This is an optimization exercise on Yosys and OpenROAD, whose aim is small area, a short achievable clock period and few clock cycles, not a production implementation. Only simulation tests tie the RTL to the original design; equivalence was not proved. No activity file was given, so power comes from the tool's default toggle rates.

==> design.v <==
module D_FF (q, d, reset, clk);
	output logic q;
	input logic d, reset, clk;
	always_ff @(posedge clk)
		if (reset)
			q <= 0;  
		else
			q <= d;  
endmodule
module FF_en(q, d, en, reset, clk);
	output q;
	input d, en, reset, clk;
	wire dat;
	D_FF ff(.q, .d(dat), .reset, .clk);
	NAND_MUX_2x1 muxs(.out(dat), .select(en), .invSelect(~en), .in({d, q}));
endmodule
module NAND_MUX_2x1(out, select, invSelect, in);
	output out;
	input select, invSelect;
	input [1:0] in;
	wire one, zero;
	nand oneNand(one, select, in[1]);
	nand zeroNand(zero, invSelect, in[0]);
	nand sumNand(out, one, zero);
endmodule
module NAND_MUX_4x1(out, select, invSelect, in);
	output out;
	input [1:0] select, invSelect;
	input [3:0] in;
	wire three, two, one, zero;
	nand zeroNand(zero, in[0], invSelect[1], invSelect[0]);
	nand oneNand(one, in[1], invSelect[1], select[0]);
	nand twoNand(two, in[2], select[1], invSelect[0]);
	nand threeNand(three, in[3], select[1], select[0]);
	nand sumNand(out, three, two, one, zero);
endmodule
module adderC65 (val1, val2, Cin, valOut);
	input logic [64:0] val1, val2;
	input logic Cin;
	output logic [64:0] valOut; 
	logic [64:0] cinToCout;
	genvar i;
	generate
		for(i=0; i<64; i++) begin : eachAdder
			full_adder adder(.S(valOut[i+1]), .Cout(cinToCout[i+1]), .A(val1[i+1]), .B(val2[i+1]), .Cin(cinToCout[i]));
		end
	endgenerate
	full_adder startAdder(.S(valOut[0]), .Cout(cinToCout[0]), .A(val1[0]), .B(val2[0]), .Cin);
endmodule
module divider1(quotient, valid_out, divisor, dividend, valid_in, rst, clk);
  output [63:0] quotient;
  output valid_out;
  input [63:0] divisor, dividend;
  input valid_in, rst, clk;
  localparam int K  = 3;                     
  localparam int DW = 67 + K;                
  localparam int JW = 5;                     
  logic          busy;
  logic          first;   
  logic          vo;
  logic [63:0]   rr;      
  logic [DW-1:0] nd;      
  logic          sbn;     
  logic [63:0]   rq;      
  logic          neg;     
  logic [JW-1:0] cnt;     
  assign valid_out = vo | quick;
  div_neg u_neg(.q(rq), .neg(neg), .y(quotient));
  wire        sa = dividend[63];
  wire        sb = divisor[63];
  wire [63:0] ma = sa ? (64'd0 - dividend) : dividend;
  wire [7:0]  t;
  wire        az, bz;
  div_len u_len(.a(dividend), .b(divisor), .t(t), .az(az), .bz(bz));
  logic [7:0]   tr;          
  logic         azr, bzr;    
  wire        zq = azr | (tr[7] & (tr != 8'hff));     
  wire        quick = first & (zq | bzr);              
  function automatic logic [JW-1:0] ncyc(input logic [6:0] x);   
    ncyc = '0;
    for (int i = 0; i < 128; i++) if (x == 7'(i)) ncyc = JW'((((i + 1) % 128) + 1) / K);
  endfunction
  wire [JW-1:0] j0 = ncyc(tr[6:0]);
  logic [DW-1:0] dsh;
  always_comb begin
    dsh = nd;
    for (int k = 0; k < JW; k++) if (first & j0[k]) dsh = (dsh << (K << k)) | ~({DW{1'b1}} << (K << k));
  end
  wire [DW-1:0] ndeff = dsh ^ {DW{first & sbn}};    
  function automatic logic [64:0] addc(input logic [DW-1:0] a, input logic [DW-1:0] b, input logic cin);
    logic [DW:0] g, p, G, P;
    g = {a & b, cin};
    p = {a ^ b, 1'b0};
    G = g; P = p;
    for (int l = 0; (1 << l) < DW + 1; l++) begin
      logic [DW:0] G2, P2;
      G2 = G; P2 = P;
      for (int i = 0; i < DW + 1; i++) begin
        if ((i >> l) & 1) begin
          G2[i] = G[i] | (P[i] & G[((i >> l) << l) - 1]);
          P2[i] = P[i] & P[((i >> l) << l) - 1];
        end
      end
      G = G2; P = P2;
    end
    addc[64] = G[DW];
    for (int i = 0; i < 64; i++) addc[i] = p[i+1] ^ G[i];
  endfunction
  logic [63:0]   rnext;
  logic [K-1:0]  qb;
  always_comb begin
    logic [63:0]   r;
    logic [64:0]   t;
    r = rr;
    for (int j = 0; j < K; j++) begin
      if (j == 0) t = addc({{(DW-64){1'b0}}, r}, nd, ~sbn);
      else        t = addc({{(DW-64){1'b0}}, r}, ~(~ndeff >> j), ~sbn);
      qb[K-1-j] = t[64] & ~(j == 0 && first);
      if (qb[K-1-j]) r = t[63:0];
    end
    rnext = r;
  end
  wire last = ((first ? j0 : cnt) == '0);
  always_ff @(posedge clk) begin
    if (rst) begin
      busy  <= 1'b0;
      first <= 1'b0;
      vo    <= 1'b0;
    end else if (!busy) begin
      busy  <= valid_in;
      first <= valid_in;
      vo    <= 1'b0;
    end else begin
      busy  <= ~last & ~quick;
      first <= 1'b0;
      vo    <= last & ~quick;
    end
  end
  always_ff @(posedge clk) begin
    if (!busy) begin
      rr    <= ma;
      nd    <= ~({{(DW-64){sb}}, divisor} << (K - 1));
      tr    <= t;
      azr   <= az;
      bzr   <= bz;
      sbn   <= sb;
      rq    <= {63'd0, bz};
      neg   <= bz ? ~sa : (sa ^ sb);
    end else begin
      rr    <= rnext;
      nd    <= ~(~ndeff >> K);
      cnt   <= (first ? j0 : cnt) - 1'b1;
      rq    <= {rq[63-K:0], qb};
    end
  end
endmodule
module div_neg(input [63:0] q, input neg, output [63:0] y);
  assign y = neg ? (64'd0 - q) : q;
endmodule
module div_len(input [63:0] a, input [63:0] b, output [7:0] t, output az, output bz);
  function automatic logic [6:0] msb(input logic [63:0] x);
    logic [63:0] v; logic [5:0] p [64];
    for (int i = 0; i < 64; i++) begin v[i] = x[i]; p[i] = 6'(i); end
    for (int l = 0; l < 6; l++) begin
      for (int i = 0; i < (32 >> l); i++) begin
        p[i] = v[2*i+1] ? p[2*i+1] : p[2*i];
        v[i] = v[2*i+1] | v[2*i];
      end
    end
    msb = {v[0], p[0]};
  endfunction
  wire [6:0]  ta = msb({1'b0, a[62:0] ^ a[63:1]});
  wire [6:0]  tb = msb({1'b0, b[62:0] ^ b[63:1]});
  wire [7:0]  ia = ta[6] ? {2'b0, ta[5:0]} : 8'hff;
  wire [7:0]  nib = tb[6] ? ~{2'b0, tb[5:0]} : 8'h00;    
  wire [8:0]  tt = {ia, 1'b1} + {nib, a[63]};
  assign t  = tt[8:1];
  assign bz = ~tb[6] & ~b[63];
  assign az = ~ta[6] & ~a[63];
endmodule
module full_adder(S, Cout, A, B, Cin);
	output S, Cout;
	input A, B, Cin;
	wire AB, AC, BC;
	xor sum(S, A, B, Cin);
	nand ab(AB, A, B);
	nand ac(AC, A, Cin);
	nand bc(BC, B, Cin);
	nand abc(Cout, AB, AC, BC);
endmodule
module mux_2x1_X65(outs, select, invSelect, ins);
	output [64:0] outs;
	input select, invSelect;
	input [1:0][64:0] ins;
		NAND_MUX_2x1 m7(.out(outs[7]), .select, .invSelect, .in({ins[1][7], ins[0][7]}));
	NAND_MUX_2x1 m6(.out(outs[6]), .select, .invSelect, .in({ins[1][6], ins[0][6]}));
	NAND_MUX_2x1 m5(.out(outs[5]), .select, .invSelect, .in({ins[1][5], ins[0][5]}));
	NAND_MUX_2x1 m4(.out(outs[4]), .select, .invSelect, .in({ins[1][4], ins[0][4]}));
	NAND_MUX_2x1 m3(.out(outs[3]), .select, .invSelect, .in({ins[1][3], ins[0][3]}));
	NAND_MUX_2x1 m2(.out(outs[2]), .select, .invSelect, .in({ins[1][2], ins[0][2]}));
	NAND_MUX_2x1 m1(.out(outs[1]), .select, .invSelect, .in({ins[1][1], ins[0][1]}));
	NAND_MUX_2x1 m0(.out(outs[0]), .select, .invSelect, .in({ins[1][0], ins[0][0]}));
		NAND_MUX_2x1 m15(.out(outs[15]), .select, .invSelect, .in({ins[1][15], ins[0][15]}));
	NAND_MUX_2x1 m14(.out(outs[14]), .select, .invSelect, .in({ins[1][14], ins[0][14]}));
	NAND_MUX_2x1 m13(.out(outs[13]), .select, .invSelect, .in({ins[1][13], ins[0][13]}));
	NAND_MUX_2x1 m12(.out(outs[12]), .select, .invSelect, .in({ins[1][12], ins[0][12]}));
	NAND_MUX_2x1 m11(.out(outs[11]), .select, .invSelect, .in({ins[1][11], ins[0][11]}));
	NAND_MUX_2x1 m10(.out(outs[10]), .select, .invSelect, .in({ins[1][10], ins[0][10]}));
	NAND_MUX_2x1 m9(.out(outs[9]), .select, .invSelect, .in({ins[1][9], ins[0][9]}));
	NAND_MUX_2x1 m8(.out(outs[8]), .select, .invSelect, .in({ins[1][8], ins[0][8]}));
		NAND_MUX_2x1 m23(.out(outs[23]), .select, .invSelect, .in({ins[1][23], ins[0][23]}));
	NAND_MUX_2x1 m22(.out(outs[22]), .select, .invSelect, .in({ins[1][22], ins[0][22]}));
	NAND_MUX_2x1 m21(.out(outs[21]), .select, .invSelect, .in({ins[1][21], ins[0][21]}));
	NAND_MUX_2x1 m20(.out(outs[20]), .select, .invSelect, .in({ins[1][20], ins[0][20]}));
	NAND_MUX_2x1 m19(.out(outs[19]), .select, .invSelect, .in({ins[1][19], ins[0][19]}));
	NAND_MUX_2x1 m18(.out(outs[18]), .select, .invSelect, .in({ins[1][18], ins[0][18]}));
	NAND_MUX_2x1 m17(.out(outs[17]), .select, .invSelect, .in({ins[1][17], ins[0][17]}));
	NAND_MUX_2x1 m16(.out(outs[16]), .select, .invSelect, .in({ins[1][16], ins[0][16]}));
		NAND_MUX_2x1 m31(.out(outs[31]), .select, .invSelect, .in({ins[1][31], ins[0][31]}));
	NAND_MUX_2x1 m30(.out(outs[30]), .select, .invSelect, .in({ins[1][30], ins[0][30]}));
	NAND_MUX_2x1 m29(.out(outs[29]), .select, .invSelect, .in({ins[1][29], ins[0][29]}));
	NAND_MUX_2x1 m28(.out(outs[28]), .select, .invSelect, .in({ins[1][28], ins[0][28]}));
	NAND_MUX_2x1 m27(.out(outs[27]), .select, .invSelect, .in({ins[1][27], ins[0][27]}));
	NAND_MUX_2x1 m26(.out(outs[26]), .select, .invSelect, .in({ins[1][26], ins[0][26]}));
	NAND_MUX_2x1 m25(.out(outs[25]), .select, .invSelect, .in({ins[1][25], ins[0][25]}));
	NAND_MUX_2x1 m24(.out(outs[24]), .select, .invSelect, .in({ins[1][24], ins[0][24]}));
		NAND_MUX_2x1 m39(.out(outs[39]), .select, .invSelect, .in({ins[1][39], ins[0][39]}));
	NAND_MUX_2x1 m38(.out(outs[38]), .select, .invSelect, .in({ins[1][38], ins[0][38]}));
	NAND_MUX_2x1 m37(.out(outs[37]), .select, .invSelect, .in({ins[1][37], ins[0][37]}));
	NAND_MUX_2x1 m36(.out(outs[36]), .select, .invSelect, .in({ins[1][36], ins[0][36]}));
	NAND_MUX_2x1 m35(.out(outs[35]), .select, .invSelect, .in({ins[1][35], ins[0][35]}));
	NAND_MUX_2x1 m34(.out(outs[34]), .select, .invSelect, .in({ins[1][34], ins[0][34]}));
	NAND_MUX_2x1 m33(.out(outs[33]), .select, .invSelect, .in({ins[1][33], ins[0][33]}));
	NAND_MUX_2x1 m32(.out(outs[32]), .select, .invSelect, .in({ins[1][32], ins[0][32]}));
		NAND_MUX_2x1 m47(.out(outs[47]), .select, .invSelect, .in({ins[1][47], ins[0][47]}));
	NAND_MUX_2x1 m46(.out(outs[46]), .select, .invSelect, .in({ins[1][46], ins[0][46]}));
	NAND_MUX_2x1 m45(.out(outs[45]), .select, .invSelect, .in({ins[1][45], ins[0][45]}));
	NAND_MUX_2x1 m44(.out(outs[44]), .select, .invSelect, .in({ins[1][44], ins[0][44]}));
	NAND_MUX_2x1 m43(.out(outs[43]), .select, .invSelect, .in({ins[1][43], ins[0][43]}));
	NAND_MUX_2x1 m42(.out(outs[42]), .select, .invSelect, .in({ins[1][42], ins[0][42]}));
	NAND_MUX_2x1 m41(.out(outs[41]), .select, .invSelect, .in({ins[1][41], ins[0][41]}));
	NAND_MUX_2x1 m40(.out(outs[40]), .select, .invSelect, .in({ins[1][40], ins[0][40]}));
		NAND_MUX_2x1 m55(.out(outs[55]), .select, .invSelect, .in({ins[1][55], ins[0][55]}));
	NAND_MUX_2x1 m54(.out(outs[54]), .select, .invSelect, .in({ins[1][54], ins[0][54]}));
	NAND_MUX_2x1 m53(.out(outs[53]), .select, .invSelect, .in({ins[1][53], ins[0][53]}));
	NAND_MUX_2x1 m52(.out(outs[52]), .select, .invSelect, .in({ins[1][52], ins[0][52]}));
	NAND_MUX_2x1 m51(.out(outs[51]), .select, .invSelect, .in({ins[1][51], ins[0][51]}));
	NAND_MUX_2x1 m50(.out(outs[50]), .select, .invSelect, .in({ins[1][50], ins[0][50]}));
	NAND_MUX_2x1 m49(.out(outs[49]), .select, .invSelect, .in({ins[1][49], ins[0][49]}));
	NAND_MUX_2x1 m48(.out(outs[48]), .select, .invSelect, .in({ins[1][48], ins[0][48]}));
		NAND_MUX_2x1 m63(.out(outs[63]), .select, .invSelect, .in({ins[1][63], ins[0][63]}));
	NAND_MUX_2x1 m62(.out(outs[62]), .select, .invSelect, .in({ins[1][62], ins[0][62]}));
	NAND_MUX_2x1 m61(.out(outs[61]), .select, .invSelect, .in({ins[1][61], ins[0][61]}));
	NAND_MUX_2x1 m60(.out(outs[60]), .select, .invSelect, .in({ins[1][60], ins[0][60]}));
	NAND_MUX_2x1 m59(.out(outs[59]), .select, .invSelect, .in({ins[1][59], ins[0][59]}));
	NAND_MUX_2x1 m58(.out(outs[58]), .select, .invSelect, .in({ins[1][58], ins[0][58]}));
	NAND_MUX_2x1 m57(.out(outs[57]), .select, .invSelect, .in({ins[1][57], ins[0][57]}));
	NAND_MUX_2x1 m56(.out(outs[56]), .select, .invSelect, .in({ins[1][56], ins[0][56]}));
		NAND_MUX_2x1 m64(.out(outs[64]), .select, .invSelect, .in({ins[1][64], ins[0][64]}));
endmodule
module mux_4x1_X65(outs, select, invSelect, ins);
	output [64:0] outs;
	input [1:0] select, invSelect;
	input [3:0][64:0] ins;
		NAND_MUX_4x1 m7(.out(outs[7]), .select, .invSelect, .in({ins[3][7], ins[2][7], ins[1][7], ins[0][7]}));
	NAND_MUX_4x1 m6(.out(outs[6]), .select, .invSelect, .in({ins[3][6], ins[2][6], ins[1][6], ins[0][6]}));
	NAND_MUX_4x1 m5(.out(outs[5]), .select, .invSelect, .in({ins[3][5], ins[2][5], ins[1][5], ins[0][5]}));
	NAND_MUX_4x1 m4(.out(outs[4]), .select, .invSelect, .in({ins[3][4], ins[2][4], ins[1][4], ins[0][4]}));
	NAND_MUX_4x1 m3(.out(outs[3]), .select, .invSelect, .in({ins[3][3], ins[2][3], ins[1][3], ins[0][3]}));
	NAND_MUX_4x1 m2(.out(outs[2]), .select, .invSelect, .in({ins[3][2], ins[2][2], ins[1][2], ins[0][2]}));
	NAND_MUX_4x1 m1(.out(outs[1]), .select, .invSelect, .in({ins[3][1], ins[2][1], ins[1][1], ins[0][1]}));
	NAND_MUX_4x1 m0(.out(outs[0]), .select, .invSelect, .in({ins[3][0], ins[2][0], ins[1][0], ins[0][0]}));
		NAND_MUX_4x1 m15(.out(outs[15]), .select, .invSelect, .in({ins[3][15], ins[2][15], ins[1][7], ins[0][15]}));
	NAND_MUX_4x1 m14(.out(outs[14]), .select, .invSelect, .in({ins[3][14], ins[2][14], ins[1][7], ins[0][14]}));
	NAND_MUX_4x1 m13(.out(outs[13]), .select, .invSelect, .in({ins[3][13], ins[2][13], ins[1][7], ins[0][13]}));
	NAND_MUX_4x1 m12(.out(outs[12]), .select, .invSelect, .in({ins[3][12], ins[2][12], ins[1][7], ins[0][12]}));
	NAND_MUX_4x1 m11(.out(outs[11]), .select, .invSelect, .in({ins[3][11], ins[2][11], ins[1][7], ins[0][11]}));
	NAND_MUX_4x1 m10(.out(outs[10]), .select, .invSelect, .in({ins[3][10], ins[2][10], ins[1][7], ins[0][10]}));
	NAND_MUX_4x1 m9(.out(outs[9]), .select, .invSelect, .in({ins[3][9], ins[2][9], ins[1][7], ins[0][9]}));
	NAND_MUX_4x1 m8(.out(outs[8]), .select, .invSelect, .in({ins[3][8], ins[2][8], ins[1][7], ins[0][8]}));
		NAND_MUX_4x1 m23(.out(outs[23]), .select, .invSelect, .in({ins[3][23], ins[2][23], ins[1][23], ins[0][23]}));
	NAND_MUX_4x1 m22(.out(outs[22]), .select, .invSelect, .in({ins[3][22], ins[2][22], ins[1][22], ins[0][22]}));
	NAND_MUX_4x1 m21(.out(outs[21]), .select, .invSelect, .in({ins[3][21], ins[2][21], ins[1][21], ins[0][21]}));
	NAND_MUX_4x1 m20(.out(outs[20]), .select, .invSelect, .in({ins[3][20], ins[2][20], ins[1][20], ins[0][20]}));
	NAND_MUX_4x1 m19(.out(outs[19]), .select, .invSelect, .in({ins[3][19], ins[2][19], ins[1][19], ins[0][19]}));
	NAND_MUX_4x1 m18(.out(outs[18]), .select, .invSelect, .in({ins[3][18], ins[2][18], ins[1][18], ins[0][18]}));
	NAND_MUX_4x1 m17(.out(outs[17]), .select, .invSelect, .in({ins[3][17], ins[2][17], ins[1][17], ins[0][17]}));
	NAND_MUX_4x1 m16(.out(outs[16]), .select, .invSelect, .in({ins[3][16], ins[2][16], ins[1][16], ins[0][16]}));
		NAND_MUX_4x1 m31(.out(outs[31]), .select, .invSelect, .in({ins[3][31], ins[2][31], ins[1][31], ins[0][31]}));
	NAND_MUX_4x1 m30(.out(outs[30]), .select, .invSelect, .in({ins[3][30], ins[2][30], ins[1][30], ins[0][30]}));
	NAND_MUX_4x1 m29(.out(outs[29]), .select, .invSelect, .in({ins[3][29], ins[2][29], ins[1][29], ins[0][29]}));
	NAND_MUX_4x1 m28(.out(outs[28]), .select, .invSelect, .in({ins[3][28], ins[2][28], ins[1][28], ins[0][28]}));
	NAND_MUX_4x1 m27(.out(outs[27]), .select, .invSelect, .in({ins[3][27], ins[2][27], ins[1][27], ins[0][27]}));
	NAND_MUX_4x1 m26(.out(outs[26]), .select, .invSelect, .in({ins[3][26], ins[2][26], ins[1][26], ins[0][26]}));
	NAND_MUX_4x1 m25(.out(outs[25]), .select, .invSelect, .in({ins[3][25], ins[2][25], ins[1][25], ins[0][25]}));
	NAND_MUX_4x1 m24(.out(outs[24]), .select, .invSelect, .in({ins[3][24], ins[2][24], ins[1][24], ins[0][24]}));
		NAND_MUX_4x1 m39(.out(outs[39]), .select, .invSelect, .in({ins[3][39], ins[2][39], ins[1][39], ins[0][39]}));
	NAND_MUX_4x1 m38(.out(outs[38]), .select, .invSelect, .in({ins[3][38], ins[2][38], ins[1][38], ins[0][38]}));
	NAND_MUX_4x1 m37(.out(outs[37]), .select, .invSelect, .in({ins[3][37], ins[2][37], ins[1][37], ins[0][37]}));
	NAND_MUX_4x1 m36(.out(outs[36]), .select, .invSelect, .in({ins[3][36], ins[2][36], ins[1][36], ins[0][36]}));
	NAND_MUX_4x1 m35(.out(outs[35]), .select, .invSelect, .in({ins[3][35], ins[2][35], ins[1][35], ins[0][35]}));
	NAND_MUX_4x1 m34(.out(outs[34]), .select, .invSelect, .in({ins[3][34], ins[2][34], ins[1][34], ins[0][34]}));
	NAND_MUX_4x1 m33(.out(outs[33]), .select, .invSelect, .in({ins[3][33], ins[2][33], ins[1][33], ins[0][33]}));
	NAND_MUX_4x1 m32(.out(outs[32]), .select, .invSelect, .in({ins[3][32], ins[2][32], ins[1][32], ins[0][32]}));
		NAND_MUX_4x1 m47(.out(outs[47]), .select, .invSelect, .in({ins[3][47], ins[2][47], ins[1][47], ins[0][47]}));
	NAND_MUX_4x1 m46(.out(outs[46]), .select, .invSelect, .in({ins[3][46], ins[2][46], ins[1][46], ins[0][46]}));
	NAND_MUX_4x1 m45(.out(outs[45]), .select, .invSelect, .in({ins[3][45], ins[2][45], ins[1][45], ins[0][45]}));
	NAND_MUX_4x1 m44(.out(outs[44]), .select, .invSelect, .in({ins[3][44], ins[2][44], ins[1][44], ins[0][44]}));
	NAND_MUX_4x1 m43(.out(outs[43]), .select, .invSelect, .in({ins[3][43], ins[2][43], ins[1][43], ins[0][43]}));
	NAND_MUX_4x1 m42(.out(outs[42]), .select, .invSelect, .in({ins[3][42], ins[2][42], ins[1][42], ins[0][42]}));
	NAND_MUX_4x1 m41(.out(outs[41]), .select, .invSelect, .in({ins[3][41], ins[2][41], ins[1][41], ins[0][41]}));
	NAND_MUX_4x1 m40(.out(outs[40]), .select, .invSelect, .in({ins[3][40], ins[2][40], ins[1][40], ins[0][40]}));
		NAND_MUX_4x1 m55(.out(outs[55]), .select, .invSelect, .in({ins[3][55], ins[2][55], ins[1][55], ins[0][55]}));
	NAND_MUX_4x1 m54(.out(outs[54]), .select, .invSelect, .in({ins[3][54], ins[2][54], ins[1][54], ins[0][54]}));
	NAND_MUX_4x1 m53(.out(outs[53]), .select, .invSelect, .in({ins[3][53], ins[2][53], ins[1][53], ins[0][53]}));
	NAND_MUX_4x1 m52(.out(outs[52]), .select, .invSelect, .in({ins[3][52], ins[2][52], ins[1][52], ins[0][52]}));
	NAND_MUX_4x1 m51(.out(outs[51]), .select, .invSelect, .in({ins[3][51], ins[2][51], ins[1][51], ins[0][51]}));
	NAND_MUX_4x1 m50(.out(outs[50]), .select, .invSelect, .in({ins[3][50], ins[2][50], ins[1][50], ins[0][50]}));
	NAND_MUX_4x1 m49(.out(outs[49]), .select, .invSelect, .in({ins[3][49], ins[2][49], ins[1][49], ins[0][49]}));
	NAND_MUX_4x1 m48(.out(outs[48]), .select, .invSelect, .in({ins[3][48], ins[2][48], ins[1][48], ins[0][48]}));
		NAND_MUX_4x1 m63(.out(outs[63]), .select, .invSelect, .in({ins[3][63], ins[2][63], ins[1][63], ins[0][63]}));
	NAND_MUX_4x1 m62(.out(outs[62]), .select, .invSelect, .in({ins[3][62], ins[2][62], ins[1][62], ins[0][62]}));
	NAND_MUX_4x1 m61(.out(outs[61]), .select, .invSelect, .in({ins[3][61], ins[2][61], ins[1][61], ins[0][61]}));
	NAND_MUX_4x1 m60(.out(outs[60]), .select, .invSelect, .in({ins[3][60], ins[2][60], ins[1][60], ins[0][60]}));
	NAND_MUX_4x1 m59(.out(outs[59]), .select, .invSelect, .in({ins[3][59], ins[2][59], ins[1][59], ins[0][59]}));
	NAND_MUX_4x1 m58(.out(outs[58]), .select, .invSelect, .in({ins[3][58], ins[2][58], ins[1][58], ins[0][58]}));
	NAND_MUX_4x1 m57(.out(outs[57]), .select, .invSelect, .in({ins[3][57], ins[2][57], ins[1][57], ins[0][57]}));
	NAND_MUX_4x1 m56(.out(outs[56]), .select, .invSelect, .in({ins[3][56], ins[2][56], ins[1][56], ins[0][56]}));
		NAND_MUX_4x1 m64(.out(outs[64]), .select, .invSelect, .in({ins[3][64], ins[2][64], ins[1][64], ins[0][64]}));
endmodule
module norifier(outs, ins1, ins0);
	output [63:0] outs;
	input [63:0] ins1, ins0;
		nor oa7(outs[7], ins1[7], ins0[7]);
	nor oa6(outs[6], ins1[6], ins0[6]);
	nor oa5(outs[5], ins1[5], ins0[5]);
	nor oa4(outs[4], ins1[4], ins0[4]);
	nor oa3(outs[3], ins1[3], ins0[3]);
	nor oa2(outs[2], ins1[2], ins0[2]);
	nor oa1(outs[1], ins1[1], ins0[1]);
	nor oa0(outs[0], ins1[0], ins0[0]);
		nor oa15(outs[15], ins1[15], ins0[15]);
	nor oa14(outs[14], ins1[14], ins0[14]);
	nor oa13(outs[13], ins1[13], ins0[13]);
	nor oa12(outs[12], ins1[12], ins0[12]);
	nor oa11(outs[11], ins1[11], ins0[11]);
	nor oa10(outs[10], ins1[10], ins0[10]);
	nor oa9(outs[9], ins1[9], ins0[9]);
	nor oa8(outs[8], ins1[8], ins0[8]);
		nor oa23(outs[23], ins1[23], ins0[23]);
	nor oa22(outs[22], ins1[22], ins0[22]);
	nor oa21(outs[21], ins1[21], ins0[21]);
	nor oa20(outs[20], ins1[20], ins0[20]);
	nor oa19(outs[19], ins1[19], ins0[19]);
	nor oa18(outs[18], ins1[18], ins0[18]);
	nor oa17(outs[17], ins1[17], ins0[17]);
	nor oa16(outs[16], ins1[16], ins0[16]);
		nor oa31(outs[31], ins1[31], ins0[31]);
	nor oa30(outs[30], ins1[30], ins0[30]);
	nor oa29(outs[29], ins1[29], ins0[29]);
	nor oa28(outs[28], ins1[28], ins0[28]);
	nor oa27(outs[27], ins1[27], ins0[27]);
	nor oa26(outs[26], ins1[26], ins0[26]);
	nor oa25(outs[25], ins1[25], ins0[25]);
	nor oa24(outs[24], ins1[24], ins0[24]);
		nor oa39(outs[39], ins1[39], ins0[39]);
	nor oa38(outs[38], ins1[38], ins0[38]);
	nor oa37(outs[37], ins1[37], ins0[37]);
	nor oa36(outs[36], ins1[36], ins0[36]);
	nor oa35(outs[35], ins1[35], ins0[35]);
	nor oa34(outs[34], ins1[34], ins0[34]);
	nor oa33(outs[33], ins1[33], ins0[33]);
	nor oa32(outs[32], ins1[32], ins0[32]);
		nor oa47(outs[47], ins1[47], ins0[47]);
	nor oa46(outs[46], ins1[46], ins0[46]);
	nor oa45(outs[45], ins1[45], ins0[45]);
	nor oa44(outs[44], ins1[44], ins0[44]);
	nor oa43(outs[43], ins1[43], ins0[43]);
	nor oa42(outs[42], ins1[42], ins0[42]);
	nor oa41(outs[41], ins1[41], ins0[41]);
	nor oa40(outs[40], ins1[40], ins0[40]);
		nor oa55(outs[55], ins1[55], ins0[55]);
	nor oa54(outs[54], ins1[54], ins0[54]);
	nor oa53(outs[53], ins1[53], ins0[53]);
	nor oa52(outs[52], ins1[52], ins0[52]);
	nor oa51(outs[51], ins1[51], ins0[51]);
	nor oa50(outs[50], ins1[50], ins0[50]);
	nor oa49(outs[49], ins1[49], ins0[49]);
	nor oa48(outs[48], ins1[48], ins0[48]);
		nor oa63(outs[63], ins1[63], ins0[63]);
	nor oa62(outs[62], ins1[62], ins0[62]);
	nor oa61(outs[61], ins1[61], ins0[61]);
	nor oa60(outs[60], ins1[60], ins0[60]);
	nor oa59(outs[59], ins1[59], ins0[59]);
	nor oa58(outs[58], ins1[58], ins0[58]);
	nor oa57(outs[57], ins1[57], ins0[57]);
	nor oa56(outs[56], ins1[56], ins0[56]);
endmodule
module registerX64(outs, ins, en, rst, clk);
	output [63:0] outs;
	input [63:0] ins;
	input en, rst, clk;
		FF_en r7(.q(outs[7]), .d(ins[7]), .en, .reset(rst), .clk);
	FF_en r6(.q(outs[6]), .d(ins[6]), .en, .reset(rst), .clk);
	FF_en r5(.q(outs[5]), .d(ins[5]), .en, .reset(rst), .clk);
	FF_en r4(.q(outs[4]), .d(ins[4]), .en, .reset(rst), .clk);
	FF_en r3(.q(outs[3]), .d(ins[3]), .en, .reset(rst), .clk);
	FF_en r2(.q(outs[2]), .d(ins[2]), .en, .reset(rst), .clk);
	FF_en r1(.q(outs[1]), .d(ins[1]), .en, .reset(rst), .clk);
	FF_en r0(.q(outs[0]), .d(ins[0]), .en, .reset(rst), .clk);
		FF_en r15(.q(outs[15]), .d(ins[15]), .en, .reset(rst), .clk);
	FF_en r14(.q(outs[14]), .d(ins[14]), .en, .reset(rst), .clk);
	FF_en r13(.q(outs[13]), .d(ins[13]), .en, .reset(rst), .clk);
	FF_en r12(.q(outs[12]), .d(ins[12]), .en, .reset(rst), .clk);
	FF_en r11(.q(outs[11]), .d(ins[11]), .en, .reset(rst), .clk);
	FF_en r10(.q(outs[10]), .d(ins[10]), .en, .reset(rst), .clk);
	FF_en r9(.q(outs[9]), .d(ins[9]), .en, .reset(rst), .clk);
	FF_en r8(.q(outs[8]), .d(ins[8]), .en, .reset(rst), .clk);
		FF_en r23(.q(outs[23]), .d(ins[23]), .en, .reset(rst), .clk);
	FF_en r22(.q(outs[22]), .d(ins[22]), .en, .reset(rst), .clk);
	FF_en r21(.q(outs[21]), .d(ins[21]), .en, .reset(rst), .clk);
	FF_en r20(.q(outs[20]), .d(ins[20]), .en, .reset(rst), .clk);
	FF_en r19(.q(outs[19]), .d(ins[19]), .en, .reset(rst), .clk);
	FF_en r18(.q(outs[18]), .d(ins[18]), .en, .reset(rst), .clk);
	FF_en r17(.q(outs[17]), .d(ins[17]), .en, .reset(rst), .clk);
	FF_en r16(.q(outs[16]), .d(ins[16]), .en, .reset(rst), .clk);
		FF_en r31(.q(outs[31]), .d(ins[31]), .en, .reset(rst), .clk);
	FF_en r30(.q(outs[30]), .d(ins[30]), .en, .reset(rst), .clk);
	FF_en r29(.q(outs[29]), .d(ins[29]), .en, .reset(rst), .clk);
	FF_en r28(.q(outs[28]), .d(ins[28]), .en, .reset(rst), .clk);
	FF_en r27(.q(outs[27]), .d(ins[27]), .en, .reset(rst), .clk);
	FF_en r26(.q(outs[26]), .d(ins[26]), .en, .reset(rst), .clk);
	FF_en r25(.q(outs[25]), .d(ins[25]), .en, .reset(rst), .clk);
	FF_en r24(.q(outs[24]), .d(ins[24]), .en, .reset(rst), .clk);
		FF_en r39(.q(outs[39]), .d(ins[39]), .en, .reset(rst), .clk);
	FF_en r38(.q(outs[38]), .d(ins[38]), .en, .reset(rst), .clk);
	FF_en r37(.q(outs[37]), .d(ins[37]), .en, .reset(rst), .clk);
	FF_en r36(.q(outs[36]), .d(ins[36]), .en, .reset(rst), .clk);
	FF_en r35(.q(outs[35]), .d(ins[35]), .en, .reset(rst), .clk);
	FF_en r34(.q(outs[34]), .d(ins[34]), .en, .reset(rst), .clk);
	FF_en r33(.q(outs[33]), .d(ins[33]), .en, .reset(rst), .clk);
	FF_en r32(.q(outs[32]), .d(ins[32]), .en, .reset(rst), .clk);
		FF_en r47(.q(outs[47]), .d(ins[47]), .en, .reset(rst), .clk);
	FF_en r46(.q(outs[46]), .d(ins[46]), .en, .reset(rst), .clk);
	FF_en r45(.q(outs[45]), .d(ins[45]), .en, .reset(rst), .clk);
	FF_en r44(.q(outs[44]), .d(ins[44]), .en, .reset(rst), .clk);
	FF_en r43(.q(outs[43]), .d(ins[43]), .en, .reset(rst), .clk);
	FF_en r42(.q(outs[42]), .d(ins[42]), .en, .reset(rst), .clk);
	FF_en r41(.q(outs[41]), .d(ins[41]), .en, .reset(rst), .clk);
	FF_en r40(.q(outs[40]), .d(ins[40]), .en, .reset(rst), .clk);
		FF_en r55(.q(outs[55]), .d(ins[55]), .en, .reset(rst), .clk);
	FF_en r54(.q(outs[54]), .d(ins[54]), .en, .reset(rst), .clk);
	FF_en r53(.q(outs[53]), .d(ins[53]), .en, .reset(rst), .clk);
	FF_en r52(.q(outs[52]), .d(ins[52]), .en, .reset(rst), .clk);
	FF_en r51(.q(outs[51]), .d(ins[51]), .en, .reset(rst), .clk);
	FF_en r50(.q(outs[50]), .d(ins[50]), .en, .reset(rst), .clk);
	FF_en r49(.q(outs[49]), .d(ins[49]), .en, .reset(rst), .clk);
	FF_en r48(.q(outs[48]), .d(ins[48]), .en, .reset(rst), .clk);
		FF_en r63(.q(outs[63]), .d(ins[63]), .en, .reset(rst), .clk);
	FF_en r62(.q(outs[62]), .d(ins[62]), .en, .reset(rst), .clk);
	FF_en r61(.q(outs[61]), .d(ins[61]), .en, .reset(rst), .clk);
	FF_en r60(.q(outs[60]), .d(ins[60]), .en, .reset(rst), .clk);
	FF_en r59(.q(outs[59]), .d(ins[59]), .en, .reset(rst), .clk);
	FF_en r58(.q(outs[58]), .d(ins[58]), .en, .reset(rst), .clk);
	FF_en r57(.q(outs[57]), .d(ins[57]), .en, .reset(rst), .clk);
	FF_en r56(.q(outs[56]), .d(ins[56]), .en, .reset(rst), .clk);
endmodule
module registerX65(outs, ins, en, rst, clk);
	output [64:0] outs;
	input [64:0] ins;
	input en, rst, clk;
		FF_en r7(.q(outs[7]), .d(ins[7]), .en, .reset(rst), .clk);
	FF_en r6(.q(outs[6]), .d(ins[6]), .en, .reset(rst), .clk);
	FF_en r5(.q(outs[5]), .d(ins[5]), .en, .reset(rst), .clk);
	FF_en r4(.q(outs[4]), .d(ins[4]), .en, .reset(rst), .clk);
	FF_en r3(.q(outs[3]), .d(ins[3]), .en, .reset(rst), .clk);
	FF_en r2(.q(outs[2]), .d(ins[2]), .en, .reset(rst), .clk);
	FF_en r1(.q(outs[1]), .d(ins[1]), .en, .reset(rst), .clk);
	FF_en r0(.q(outs[0]), .d(ins[0]), .en, .reset(rst), .clk);
		FF_en r15(.q(outs[15]), .d(ins[15]), .en, .reset(rst), .clk);
	FF_en r14(.q(outs[14]), .d(ins[14]), .en, .reset(rst), .clk);
	FF_en r13(.q(outs[13]), .d(ins[13]), .en, .reset(rst), .clk);
	FF_en r12(.q(outs[12]), .d(ins[12]), .en, .reset(rst), .clk);
	FF_en r11(.q(outs[11]), .d(ins[11]), .en, .reset(rst), .clk);
	FF_en r10(.q(outs[10]), .d(ins[10]), .en, .reset(rst), .clk);
	FF_en r9(.q(outs[9]), .d(ins[9]), .en, .reset(rst), .clk);
	FF_en r8(.q(outs[8]), .d(ins[8]), .en, .reset(rst), .clk);
		FF_en r23(.q(outs[23]), .d(ins[23]), .en, .reset(rst), .clk);
	FF_en r22(.q(outs[22]), .d(ins[22]), .en, .reset(rst), .clk);
	FF_en r21(.q(outs[21]), .d(ins[21]), .en, .reset(rst), .clk);
	FF_en r20(.q(outs[20]), .d(ins[20]), .en, .reset(rst), .clk);
	FF_en r19(.q(outs[19]), .d(ins[19]), .en, .reset(rst), .clk);
	FF_en r18(.q(outs[18]), .d(ins[18]), .en, .reset(rst), .clk);
	FF_en r17(.q(outs[17]), .d(ins[17]), .en, .reset(rst), .clk);
	FF_en r16(.q(outs[16]), .d(ins[16]), .en, .reset(rst), .clk);
		FF_en r31(.q(outs[31]), .d(ins[31]), .en, .reset(rst), .clk);
	FF_en r30(.q(outs[30]), .d(ins[30]), .en, .reset(rst), .clk);
	FF_en r29(.q(outs[29]), .d(ins[29]), .en, .reset(rst), .clk);
	FF_en r28(.q(outs[28]), .d(ins[28]), .en, .reset(rst), .clk);
	FF_en r27(.q(outs[27]), .d(ins[27]), .en, .reset(rst), .clk);
	FF_en r26(.q(outs[26]), .d(ins[26]), .en, .reset(rst), .clk);
	FF_en r25(.q(outs[25]), .d(ins[25]), .en, .reset(rst), .clk);
	FF_en r24(.q(outs[24]), .d(ins[24]), .en, .reset(rst), .clk);
		FF_en r39(.q(outs[39]), .d(ins[39]), .en, .reset(rst), .clk);
	FF_en r38(.q(outs[38]), .d(ins[38]), .en, .reset(rst), .clk);
	FF_en r37(.q(outs[37]), .d(ins[37]), .en, .reset(rst), .clk);
	FF_en r36(.q(outs[36]), .d(ins[36]), .en, .reset(rst), .clk);
	FF_en r35(.q(outs[35]), .d(ins[35]), .en, .reset(rst), .clk);
	FF_en r34(.q(outs[34]), .d(ins[34]), .en, .reset(rst), .clk);
	FF_en r33(.q(outs[33]), .d(ins[33]), .en, .reset(rst), .clk);
	FF_en r32(.q(outs[32]), .d(ins[32]), .en, .reset(rst), .clk);
		FF_en r47(.q(outs[47]), .d(ins[47]), .en, .reset(rst), .clk);
	FF_en r46(.q(outs[46]), .d(ins[46]), .en, .reset(rst), .clk);
	FF_en r45(.q(outs[45]), .d(ins[45]), .en, .reset(rst), .clk);
	FF_en r44(.q(outs[44]), .d(ins[44]), .en, .reset(rst), .clk);
	FF_en r43(.q(outs[43]), .d(ins[43]), .en, .reset(rst), .clk);
	FF_en r42(.q(outs[42]), .d(ins[42]), .en, .reset(rst), .clk);
	FF_en r41(.q(outs[41]), .d(ins[41]), .en, .reset(rst), .clk);
	FF_en r40(.q(outs[40]), .d(ins[40]), .en, .reset(rst), .clk);
		FF_en r55(.q(outs[55]), .d(ins[55]), .en, .reset(rst), .clk);
	FF_en r54(.q(outs[54]), .d(ins[54]), .en, .reset(rst), .clk);
	FF_en r53(.q(outs[53]), .d(ins[53]), .en, .reset(rst), .clk);
	FF_en r52(.q(outs[52]), .d(ins[52]), .en, .reset(rst), .clk);
	FF_en r51(.q(outs[51]), .d(ins[51]), .en, .reset(rst), .clk);
	FF_en r50(.q(outs[50]), .d(ins[50]), .en, .reset(rst), .clk);
	FF_en r49(.q(outs[49]), .d(ins[49]), .en, .reset(rst), .clk);
	FF_en r48(.q(outs[48]), .d(ins[48]), .en, .reset(rst), .clk);
		FF_en r63(.q(outs[63]), .d(ins[63]), .en, .reset(rst), .clk);
	FF_en r62(.q(outs[62]), .d(ins[62]), .en, .reset(rst), .clk);
	FF_en r61(.q(outs[61]), .d(ins[61]), .en, .reset(rst), .clk);
	FF_en r60(.q(outs[60]), .d(ins[60]), .en, .reset(rst), .clk);
	FF_en r59(.q(outs[59]), .d(ins[59]), .en, .reset(rst), .clk);
	FF_en r58(.q(outs[58]), .d(ins[58]), .en, .reset(rst), .clk);
	FF_en r57(.q(outs[57]), .d(ins[57]), .en, .reset(rst), .clk);
	FF_en r56(.q(outs[56]), .d(ins[56]), .en, .reset(rst), .clk);
		FF_en r64(.q(outs[64]), .d(ins[64]), .en, .reset(rst), .clk);
endmodule
module xnorifier(outs, ins1, ins0);
	output [63:0] outs;
	input [63:0] ins1, ins0;
		xnor  xoa7(outs[7], ins1[7], ins0[7]);
	xnor xoa6(outs[6], ins1[6], ins0[6]);
	xnor xoa5(outs[5], ins1[5], ins0[5]);
	xnor xoa4(outs[4], ins1[4], ins0[4]);
	xnor xoa3(outs[3], ins1[3], ins0[3]);
	xnor xoa2(outs[2], ins1[2], ins0[2]);
	xnor xoa1(outs[1], ins1[1], ins0[1]);
	xnor xoa0(outs[0], ins1[0], ins0[0]);
		xnor xoa15(outs[15], ins1[15], ins0[15]);
	xnor xoa14(outs[14], ins1[14], ins0[14]);
	xnor xoa13(outs[13], ins1[13], ins0[13]);
	xnor xoa12(outs[12], ins1[12], ins0[12]);
	xnor xoa11(outs[11], ins1[11], ins0[11]);
	xnor xoa10(outs[10], ins1[10], ins0[10]);
	xnor xoa9(outs[9], ins1[9], ins0[9]);
	xnor xoa8(outs[8], ins1[8], ins0[8]);
		xnor xoa23(outs[23], ins1[23], ins0[23]);
	xnor xoa22(outs[22], ins1[22], ins0[22]);
	xnor xoa21(outs[21], ins1[21], ins0[21]);
	xnor xoa20(outs[20], ins1[20], ins0[20]);
	xnor xoa19(outs[19], ins1[19], ins0[19]);
	xnor xoa18(outs[18], ins1[18], ins0[18]);
	xnor xoa17(outs[17], ins1[17], ins0[17]);
	xnor xoa16(outs[16], ins1[16], ins0[16]);
		xnor xoa31(outs[31], ins1[31], ins0[31]);
	xnor xoa30(outs[30], ins1[30], ins0[30]);
	xnor xoa29(outs[29], ins1[29], ins0[29]);
	xnor xoa28(outs[28], ins1[28], ins0[28]);
	xnor xoa27(outs[27], ins1[27], ins0[27]);
	xnor xoa26(outs[26], ins1[26], ins0[26]);
	xnor xoa25(outs[25], ins1[25], ins0[25]);
	xnor xoa24(outs[24], ins1[24], ins0[24]);
		xnor xoa39(outs[39], ins1[39], ins0[39]);
	xnor xoa38(outs[38], ins1[38], ins0[38]);
	xnor xoa37(outs[37], ins1[37], ins0[37]);
	xnor xoa36(outs[36], ins1[36], ins0[36]);
	xnor xoa35(outs[35], ins1[35], ins0[35]);
	xnor xoa34(outs[34], ins1[34], ins0[34]);
	xnor xoa33(outs[33], ins1[33], ins0[33]);
	xnor xoa32(outs[32], ins1[32], ins0[32]);
		xnor xoa47(outs[47], ins1[47], ins0[47]);
	xnor xoa46(outs[46], ins1[46], ins0[46]);
	xnor xoa45(outs[45], ins1[45], ins0[45]);
	xnor xoa44(outs[44], ins1[44], ins0[44]);
	xnor xoa43(outs[43], ins1[43], ins0[43]);
	xnor xoa42(outs[42], ins1[42], ins0[42]);
	xnor xoa41(outs[41], ins1[41], ins0[41]);
	xnor xoa40(outs[40], ins1[40], ins0[40]);
		xnor xoa55(outs[55], ins1[55], ins0[55]);
	xnor xoa54(outs[54], ins1[54], ins0[54]);
	xnor xoa53(outs[53], ins1[53], ins0[53]);
	xnor xoa52(outs[52], ins1[52], ins0[52]);
	xnor xoa51(outs[51], ins1[51], ins0[51]);
	xnor xoa50(outs[50], ins1[50], ins0[50]);
	xnor xoa49(outs[49], ins1[49], ins0[49]);
	xnor xoa48(outs[48], ins1[48], ins0[48]);
		xnor xoa63(outs[63], ins1[63], ins0[63]);
	xnor xoa62(outs[62], ins1[62], ins0[62]);
	xnor xoa61(outs[61], ins1[61], ins0[61]);
	xnor xoa60(outs[60], ins1[60], ins0[60]);
	xnor xoa59(outs[59], ins1[59], ins0[59]);
	xnor xoa58(outs[58], ins1[58], ins0[58]);
	xnor xoa57(outs[57], ins1[57], ins0[57]);
	xnor xoa56(outs[56], ins1[56], ins0[56]);
endmodule
==> run.sh <==
#!/bin/bash
# synth_recipe.tcl (not shown) runs the flow's synth.tcl, then flattens the netlist and writes it again
# the make line also repeats each setting of config.mk as NAME=value (left out here)
make -C /OpenROAD-flow-scripts/flow DESIGN_CONFIG=/design/flow/config.mk WORK_HOME=/design/flow/orfs CLKGATE_MAP_FILE= SYNTH_SCRIPT=/design/flow/synth_recipe.tcl finish
==> config.mk <==
export PLATFORM = sky130hd
export DESIGN_NAME = divider1
export DESIGN_NICKNAME = divider1
export VERILOG_FILES = /design/flow/design.v
export SDC_FILE = /design/flow/constraint.sdc
export NUM_CORES = 8
export LEC_CHECK = 0
export CAP_MARGIN = 20
export CORE_MARGIN = 2
export CORE_UTILIZATION = 40
export SLEW_MARGIN = 20
export SYNTH_HIERARCHICAL = 1
==> constraint.sdc <==
create_clock -name core_clock -period 32.0 [get_ports {clk}]
set_input_delay 6.4000 -clock core_clock [delete_from_list [all_inputs] [get_ports {clk}]]
set_output_delay 6.4000 -clock core_clock [all_outputs]
set_load 0.01 [all_outputs]
==> flow_summary.rst, run 1 <==
.. list-table::
   :header-rows: 1

   * - Metric
     - Value
   * - Synth top area cells
     - dfxtp_1 (15%), xnor2_1 (9.3%), ha_1 (9.1%)
   * - Worst supply voltage drop on vdd
     - 0.0349 mV
   * - Cell family with most CP delay
     - compound AO/OA/AOI/OAI gates
   * - Number of antenna violations at the first check in global routing
     - 2
   * - Die Outline Area
     - 0.0706 mm^2
   * - Number of violations of the max-capacitance limit
     - 0
   * - Setup crit end kind
     - register
   * - Arrival time of data at the critical path endpoint
     - 13.97 ns
   * - Initial detailed-routing violation count
     - 2591
   * - Maximum achievable frequency
     - 73.8 MHz
   * - Total placed cells including tap cells
     - 4522
   * - Per-cell via count in the routed design
     - 6.06
   * - Clock sink total
     - 216
   * - Area share of xor/xnor cells in the synthesized design
     - 0.114
   * - Width of the die
     - 266 um
   * - Wire length of the first global-routing pass
     - 152000 um
   * - Remaining global-route overflow
     - 0
   * - Final Instance Count excl. Fillers
     - 4574
   * - Cell with the most instances on the worst path
     - a21oi_1
   * - Die boundary height
     - 266 um
   * - Num rows
     - 95
   * - Placeable core area
     - 0.0675 mm^2
   * - Power density normalized to cell area
     - 92.9 mW/mm^2
   * - Worst Path Buf+Inv
     - 2
   * - Total of hold buffers inserted after clock tree synthesis
     - 0
   * - Count of flip-flops with a built-in enable after synthesis
     - 17
   * - Count of input and output buffers
     - 195
   * - Main combinational cell family by area after synthesis
     - compound AO/OA/AOI/OAI gates
   * - Yosys top cell by area
     - dfxtp_1
   * - Run status
     - complete, no violations
   * - Mapped Area
     - 0.0274 mm^2
   * - Count of inserted antenna diode cells
     - 0
   * - Count of unique library cells instantiated by Yosys
     - 114
   * - Post-CTS Setup Inserts
     - 0
   * - Class of the most critical setup path
     - register to register
   * - Post-detailed-route DRC marker count
     - 0
   * - Detail Placement HPWL
     - 77700 um
   * - Register bit count reported by yosys
     - 216
   * - Number of H-tree levels
     - 1
   * - Number of buffers on the longest clock path
     - 3
   * - Post-Route Setup TNS
     - 0 ns
   * - Total clock buffers created by CTS
     - 28
   * - Worst hold slack
     - 0.490 ns
   * - Largest fanout on the critical path
     - 61
   * - Slew at the pin with the worst max-slew slack
     - 1.24 ns
   * - RSZ-0062 raised after global routing
     - false
   * - Synth Area in Compound Gates
     - 0.253
   * - Global-route total usage across every layer
     - 0.274
   * - Ys flop type
     - dfxtp_1
   * - Post-detailed-route count of antenna-violating nets
     - 0
   * - Router iterations before antenna repair
     - 6
   * - Max-slew headroom at the worst pin
     - 0.172
   * - Post-route core utilization
     - 0.459
   * - Slowest stage delay, CP
     - 0.98 ns
   * - Largest clock skew in the final design
     - 0.0247 ns
   * - Most instantiated cells after synthesis
     - nand2_1 (421), xnor2_1 (290), nor2_1 (286), a21oi_1 (202)
   * - Share of the clock period used by the worst path after layout
     - 0.424
   * - Register area share after synthesis
     - 0.164
   * - Final-report hold violation count
     - 0
   * - Leading cell type by number of instances after synthesis
     - nand2_1
   * - Avg Cell Area, Syn
     - 7.62 um^2
   * - Post-synth net total
     - 3944
   * - Number of nets in the layout
     - 4028
   * - Maximum number of pins on one net before global-route repair
     - 97
   * - Post-synthesis share of cell area spent on full adders, half adders and majority gates
     - 0.105
   * - Multiplexer share of the synthesized area
     - 0.0817
   * - TritonCTS clock tree
     - built
   * - Area Overhead vs Synth
     - 13.2%
   * - Setup violators final
     - 0
   * - Simple-gate portion of the synthesized area
     - 0.238
   * - Clk pin slew, worst setup/hold paths
     - 0.07 ns
   * - Share of final-layout standard cells stronger than drive strength 1
     - 0.0851
   * - Worst-case setup slack after placement
     - 18.78 ns
   * - Effective utilization at floorplan
     - 0.406
   * - Gp weighted congestion
     - 0.986
   * - Via count of the routed design
     - 27700
   * - Sequential cell area in the final layout
     - 0.00450 mm^2
   * - Worst path slowest cell
     - edfxtp_1
   * - Final critical delay including setup and external delays
     - 13.56 ns
   * - Async set-or-reset flop fraction in the synthesized netlist
     - 0
   * - Final-layout fill cell count
     - 6885
   * - Setup slack of the critical path after layout
     - 18.44 ns
   * - CTS root buf
     - clkbuf_16
   * - Area share of the leading cell type in the synthesized netlist
     - 0.145
   * - Total I/O pin count
     - 196
   * - Slew Limit Fails
     - 0
   * - HP Class
     - register to register
   * - Synthesis Warnings
     - 10
   * - Cells after Synth
     - 3595
   * - Total leakage power
     - 0.0126 uW
   * - WL/cell
     - 21.8 um
   * - Clock network latency to the later pin of the worst-skew pair
     - 0.59 ns
   * - Area of the multi-input gates
     - 0.0218 mm^2
   * - Critical Path RT
     - 32.41 ns
   * - CTS resizes
     - 0
   * - Vias in the first global route
     - 25700
   * - Aggregate routed wire length
     - 99900 um
   * - Worst setup SP type
     - register
-- cell type report --
| class | instances | share of cell area |
|---|---|---|
| clock buffers | 40 | 0.0257 |
| repair buffers | 234 | 0.0723 |
| inverters | 94 | 0.0114 |
| well taps | 873 | 0.0352 |
| multi-input cells | 3105 | 0.704 |
| flip-flops and latches | 216 | 0.145 |
| clock inverters | 12 | 0.00662 |
-- cells by family after synthesis --
| kind of cell | count (synthesis) |
|---|---|
| muxes | 211 |
| xor gates and xnor gates | 358 |
| buffers and inverters | 274 |
| adders and majority gates | 218 |
| AOI/OAI and AO/OA | 1014 |
| and+or+nand+nor | 1304 |
| DFF | 216 |
-- cell usage in the layout (no fill, tap or decap), types with 45 or more instances in the layout --
master           Yosys  routed
ha_1               199     199
o22ai_1             45      45
a21oi_1            202     201
dfxtp_1            199     198
clkdlybuf4s50_1      0     194
a31o_2              51      51
nor2b_1             55      55
mux2_2              73      73
and2_1              82      82
a31oi_1             89      89
inv_1               93      92
o21ai_0            193     192
o31ai_1             49      49
nor2_1             286     284
nand2_1            421     420
or4_1               48      48
mux2i_1            134     134
nand2b_1            56      56
nand3_1            107     107
a21o_1              76      75
xor2_1              68      68
nor3_1              57      57
xnor2_1            290     290
-- metrics by stage --
stage / total power (uW) / instance area (um^2)
4_1_cts: 2840 / 31000
3_5_place_dp: 2470 / 30000
3_3_place_gp: 2480 / 30000
6_report: 2880 / 31000
2_1_floorplan: 1960 / 27400
5_1_grt: 3110 / 31000
-- modules after synthesis (local to each module, per instance) --
module    cells inside  times used  area (um^2)  flops+latches
div_len            529           1         3140              0
div_neg            209           1         1660              0
divider1          2857           1        22600            216
-- layer usage --
metal / global-route usage / wire (um) / vias to the layer above
met5: 0 / 0 / -
met4: 0.0952 / 3580 / 0
met3: 0.0297 / 8060 / 168
met2: 0.428 / 43600 / 1191
met1: 0.389 / 44700 / 13000
li1: - / - / 13400
-- report_power, final --
group / switching [uW] / internal (uW) / total [uW]
Sequential: 78.9 / 326 / 405
Clock: 138 / 213 / 351
Combinational: 1230 / 891 / 2120
-- state kept, by name, summed over array words and instances, names as in the netlist, 5 cells and up --
name  flops
nd       68
rq       64
rr       64
tr        8
cnt       5
-- worst paths after layout --
| kind | depth (start not counted) | startpoint | to | slack (ns) |
|---|---|---|---|---|
| setup / recovery | 39 | tr[4] | rr[26] | 18.44 |
| hold / removal | 1 | rq[1] | rq[4] | 0.49 |
| setup reg to reg | 39 | tr[4] | rr[26] | 18.44 |
| hold reg to reg | 1 | rq[1] | rq[4] | 0.49 |
Testbench counts, summed over its fixed seeds: cycles 6,098.
==> run 2: changes to the inputs <==
--- a/config.mk
+++ b/config.mk
@@ -5,8 +5,8 @@
 export SDC_FILE = /design/flow/constraint.sdc
 export NUM_CORES = 8
 export LEC_CHECK = 0
-export CAP_MARGIN = 20
+export CAP_MARGIN = 50
 export CORE_MARGIN = 2
 export CORE_UTILIZATION = 40
-export SLEW_MARGIN = 20
+export SLEW_MARGIN = 50
 export SYNTH_HIERARCHICAL = 1
==> run 2 against run 1 <==
Compared with the run above:
- still clean on timing, DRC and antenna
- count of clock-buffer cells in the layout decreased by 7
- register-to-register slack improved by 0.21 ns
- cell area increased by 0.27%
- critical endpoint is now rr[6]
- largest cell class unchanged
==> flow_summary.rst, run 2 <==
.. list-table::
   :header-rows: 1

   * - Metric
     - Value
   * - Number of stages on the worst setup path
     - 45 (+15%)
   * - Synthesis Warnings
     - 10 (unchanged)
   * - Post-synth net total
     - 3944 (unchanged)
   * - Number of buffers on the longest clock path
     - 3 (unchanged)
   * - Synth top area cells
     - dfxtp_1 (15%), xnor2_1 (9.3%), ha_1 (9.1%)
   * - CTS resizes
     - 0 (unchanged)
   * - Worst supply voltage drop on vdd
     - 0.0459 mV (+31%)
   * - Via count of the routed design
     - 27400 (-1.1%)
   * - Slew Limit Fails
     - 0 (unchanged)
   * - Flip-flop count of the largest register, all copies and words added
     - 68 (unchanged)
   * - Number of nets in the layout
     - 4035 (+0.17%)
   * - Cell family with most CP delay
     - compound AO/OA/AOI/OAI gates
   * - TritonCTS clock tree
     - built
   * - Ys flop type
     - dfxtp_1
   * - Final critical delay including setup and external delays
     - 13.35 ns (-0.213 ns)
   * - Total of hold buffers inserted after clock tree synthesis
     - 0 (unchanged)
   * - Final-report hold violation count
     - 0 (unchanged)
   * - Hold wc startpoint
     - rq[1]
   * - Post-detailed-route count of antenna-violating nets
     - 0 (unchanged)
   * - Met3 demand-to-capacity share in global routing
     - 0.0431 (+0.0134)
   * - Count of flip-flops with a built-in enable after synthesis
     - 17 (unchanged)
   * - Worst Path Buf+Inv
     - 6 (+4)
   * - Initial detailed-routing violation count
     - 2495 (-3.7%)
   * - Router iterations before antenna repair
     - 5 (-1)
   * - Critical Path RT
     - 32.42 ns (about the same)
   * - Mapped Area
     - 0.0274 mm^2 (unchanged)
   * - Setup violators final
     - 0 (unchanged)
   * - Worst setup SP type
     - register
   * - Per-cell via count in the routed design
     - 5.99 (-1.2%)
   * - Leading cell type by number of instances after synthesis
     - nand2_1
   * - CTS root buf
     - clkbuf_16
   * - Setup crit end kind
     - register
   * - Cell with the most instances on the worst path
     - a21oi_1
   * - Total clock buffers created by CTS
     - 26 (-7.1%)
   * - Startpoint of the most critical register-to-register path
     - sbn
   * - Arrival time of data at the critical path endpoint
     - 13.77 ns (-0.20 ns)
   * - Gp weighted congestion
     - 0.986 (unchanged)
   * - Max-slew headroom at the worst pin
     - 0.471 (+0.299)
   * - Post-Route Setup TNS
     - 0 ns (unchanged)
   * - Class of the most critical setup path
     - register to register
   * - Most frequent cells in the layout
     - nand2_1 (420), nor2_1 (282), xnor2_1 (280)
   * - Count of inserted antenna diode cells
     - 0 (unchanged)
   * - Most congested layer reported by global routing
     - met2
   * - Total I/O pin count
     - 196 (unchanged)
   * - Register area share after synthesis
     - 0.164 (unchanged)
   * - Global-route total usage across every layer
     - 0.274 (about the same)
   * - Count of input and output buffers
     - 195 (unchanged)
   * - Area Overhead vs Synth
     - 13.5%
   * - Async set-or-reset flop fraction in the synthesized netlist
     - 0 (unchanged)
   * - Maximum number of pins on one net before global-route repair
     - 97 (unchanged)
   * - Post-CTS Setup Inserts
     - 0 (unchanged)
   * - Most instantiated cells after synthesis
     - nand2_1 (421), xnor2_1 (290), nor2_1 (286), a21oi_1 (202)
   * - Power density normalized to cell area
     - 91.5 mW/mm^2 (-1.5%)
   * - Largest clock skew in the final design
     - 0.0130 ns (-0.0117 ns)
   * - Vias in the first global route
     - 25600 (-0.37%)
   * - Share of the clock period used by the worst path after layout
     - 0.417 (-0.00665)
   * - Cells after Synth
     - 3595 (unchanged)
   * - Number of violations of the max-capacitance limit
     - 0 (unchanged)
   * - Regs by FF count
     - nd: 68 flops, rq: 64 flops, rr: 64 flops
   * - Worst Reg2Reg Path Length in Cells
     - 45 (+15%)
   * - Width of the die
     - 266 um (unchanged)
   * - Clk pin slew, worst setup/hold paths
     - 0.06 ns (about the same)
   * - Slew at the pin with the worst max-slew slack
     - 0.790 ns (-0.449 ns)
   * - Yosys top cell by area
     - dfxtp_1
   * - Placeable core area
     - 0.0675 mm^2 (unchanged)
   * - Avg Cell Area, Syn
     - 7.62 um^2 (unchanged)
   * - Largest fanout on the critical path
     - 61 (unchanged)
   * - Met2 Track Usage GR
     - 0.426 (-0.00163)
   * - Register bit count reported by yosys
     - 216 (unchanged)
   * - Final Instance Count excl. Fillers
     - 4578 (+0.087%)
   * - Num rows
     - 95 (unchanged)
   * - Crit path launch
     - sbn
   * - Number of H-tree levels
     - 1 (unchanged)
   * - Run status
     - complete, no violations
   * - Share of final-layout standard cells stronger than drive strength 1
     - 0.0928 (+0.00774)
   * - Worst path slowest cell
     - buf_4
   * - Total leakage power
     - 0.0127 uW (+0.53%)
   * - Hold Path Depth
     - 1 (unchanged)
   * - Total placed cells including tap cells
     - 4529 (+0.15%)
   * - Effective utilization at floorplan
     - 0.406 (unchanged)
   * - Met1 GRT Util
     - 0.384 (-0.00464)
   * - Maximum achievable frequency
     - 74.9 MHz (+1.6%)
   * - Aggregate routed wire length
     - 99400 um (-0.45%)
   * - Die boundary height
     - 266 um (unchanged)
   * - Most frequent standard cell in the layout excluding fill and tap cells
     - nand2_1
   * - Die Outline Area
     - 0.0706 mm^2 (unchanged)
   * - HP Class
     - register to register
   * - Clock sink total
     - 216 (unchanged)
   * - Number of antenna violations at the first check in global routing
     - 1 (-1)
   * - Remaining global-route overflow
     - 0 (unchanged)
   * - Clock network latency to the later pin of the worst-skew pair
     - 0.58 ns (about the same)
   * - Largest register by flop count
     - nd
   * - Detail Placement HPWL
     - 77800 um (about the same)
   * - WL/cell
     - 21.7 um (-0.54%)
   * - Wire length of the first global-routing pass
     - 152000 um (about the same)
   * - RSZ-0062 raised after global routing
     - false
   * - Count of unique library cells instantiated by Yosys
     - 114 (unchanged)
   * - Post-detailed-route DRC marker count
     - 0 (unchanged)
   * - Area share of the leading cell type in the synthesized netlist
     - 0.145 (unchanged)
   * - Slowest stage delay, CP
     - 0.61 ns (-0.37 ns)
run 2: cell counts after synthesis:
No cell type changed its count.
run 2: worst reg2reg max path, delay by kind of cell, from the launching register on:
kind / cells / cell delay, ns
flops: 1 / 0.44
compound gates: 28 / 7.96
fa+ha+maj: 3 / 0.76
simple gates: 7 / 1.34
buf+inv: 6 / 2.27
mux: 1 / 0.43
run 2: cells by family after synthesis:
logic type,Yosys count,synth area share
flip-flops,216,0.164
buffers and inverters,274,0.0430
AND/OR/NAND/NOR,1304,0.238
XOR/XNOR,358,0.114
AO/OA/AOI/OAI,1014,0.253
adder cells (fa/ha/maj),218,0.105
multiplexers,211,0.0817
run 2: path summary, 6_finish.rpt:
kind,endpoint,slack [ns]
max,rr[6],18.65
min,rq[4],0.48
max reg2reg,rr[6],18.65
min reg2reg,rq[4],0.48
run 2: per-module statistics from Yosys, one instance, submodules excluded:
module / flops+latches / cell area (um^2) / cells inside
div_len: 0 / 3140 / 529
divider1: 216 / 22600 / 2857
div_neg: 0 / 1660 / 209
run 2: final cells by class:
type,instances,area [um^2]
repair buffers,243,2340
well taps,873,1090
inverters,94,354
flip-flops and latches,216,4500
clock buffers,33,727
fillers,6810,36400
multi-input cells,3105,22000
clock inverters,14,116
run 2: metrics by stage:
stage / total power (uW) / cell area, um^2 / setup slack, ns / utilization / hold slack (ns)
floorplan: 1960 / 27400 / 22.02 / - / 0.458
global placement: 2480 / 30000 / 18.98 / 0.444 / 0.472
detailed placement: 2480 / 30200 / 18.81 / 0.447 / 0.474
CTS: 2800 / 31000 / 18.76 / 0.459 / 0.483
global route: 3070 / 31100 / 17.64 / 0.460 / 0.527
finish: 2840 / 31100 / 18.65 / 0.460 / 0.484
run 2: where the power goes:
group,switching [uW],total [uW],internal (uW)
clock network,131,300,169
registers,70.8,397,326
logic,1250,2150,900
run 2: routing by layer:
metal | share of wire | vias up
li1 | - | 13400
met1 | 0.45 | 12800
met2 | 0.43 | 1024
met3 | 0.079 | 185
met4 | 0.037 | 2
met5 | 0.00011 | -

re-timing with driven ports:
How much do the figures lean on ideal ports? The routed layouts below were timed once more, with nothing changed but the port constraints.
Step 1, drivers: a clkbuf_16 drives clk and a buf_2 each remaining input, both assumed.
Step 2 adds t to the input delays and takes it off the output delays; t is the mean of the earliest and latest rising clock arrival at the registers after step 1. Input paths then give back, and output paths get back, about the clock's delay inside the block.
a / b / c = ideal / step 1 / step 2; a / b = the first two.
| run | shift t [ns] | slack for setup (ns) | slew at the worst register clock pin (ns) | pins driven straight from the clock port |
|---|---|---|---|---|
| run 1 | 0.637 | 18.442 / 18.442 / 18.442 | 0.07 / 0.07 | 1 |
| run 2 | 0.625 | 18.655 / 18.655 / 18.655 | 0.07 / 0.07 | 1 |
After both steps setup and hold are still met in every run listed.
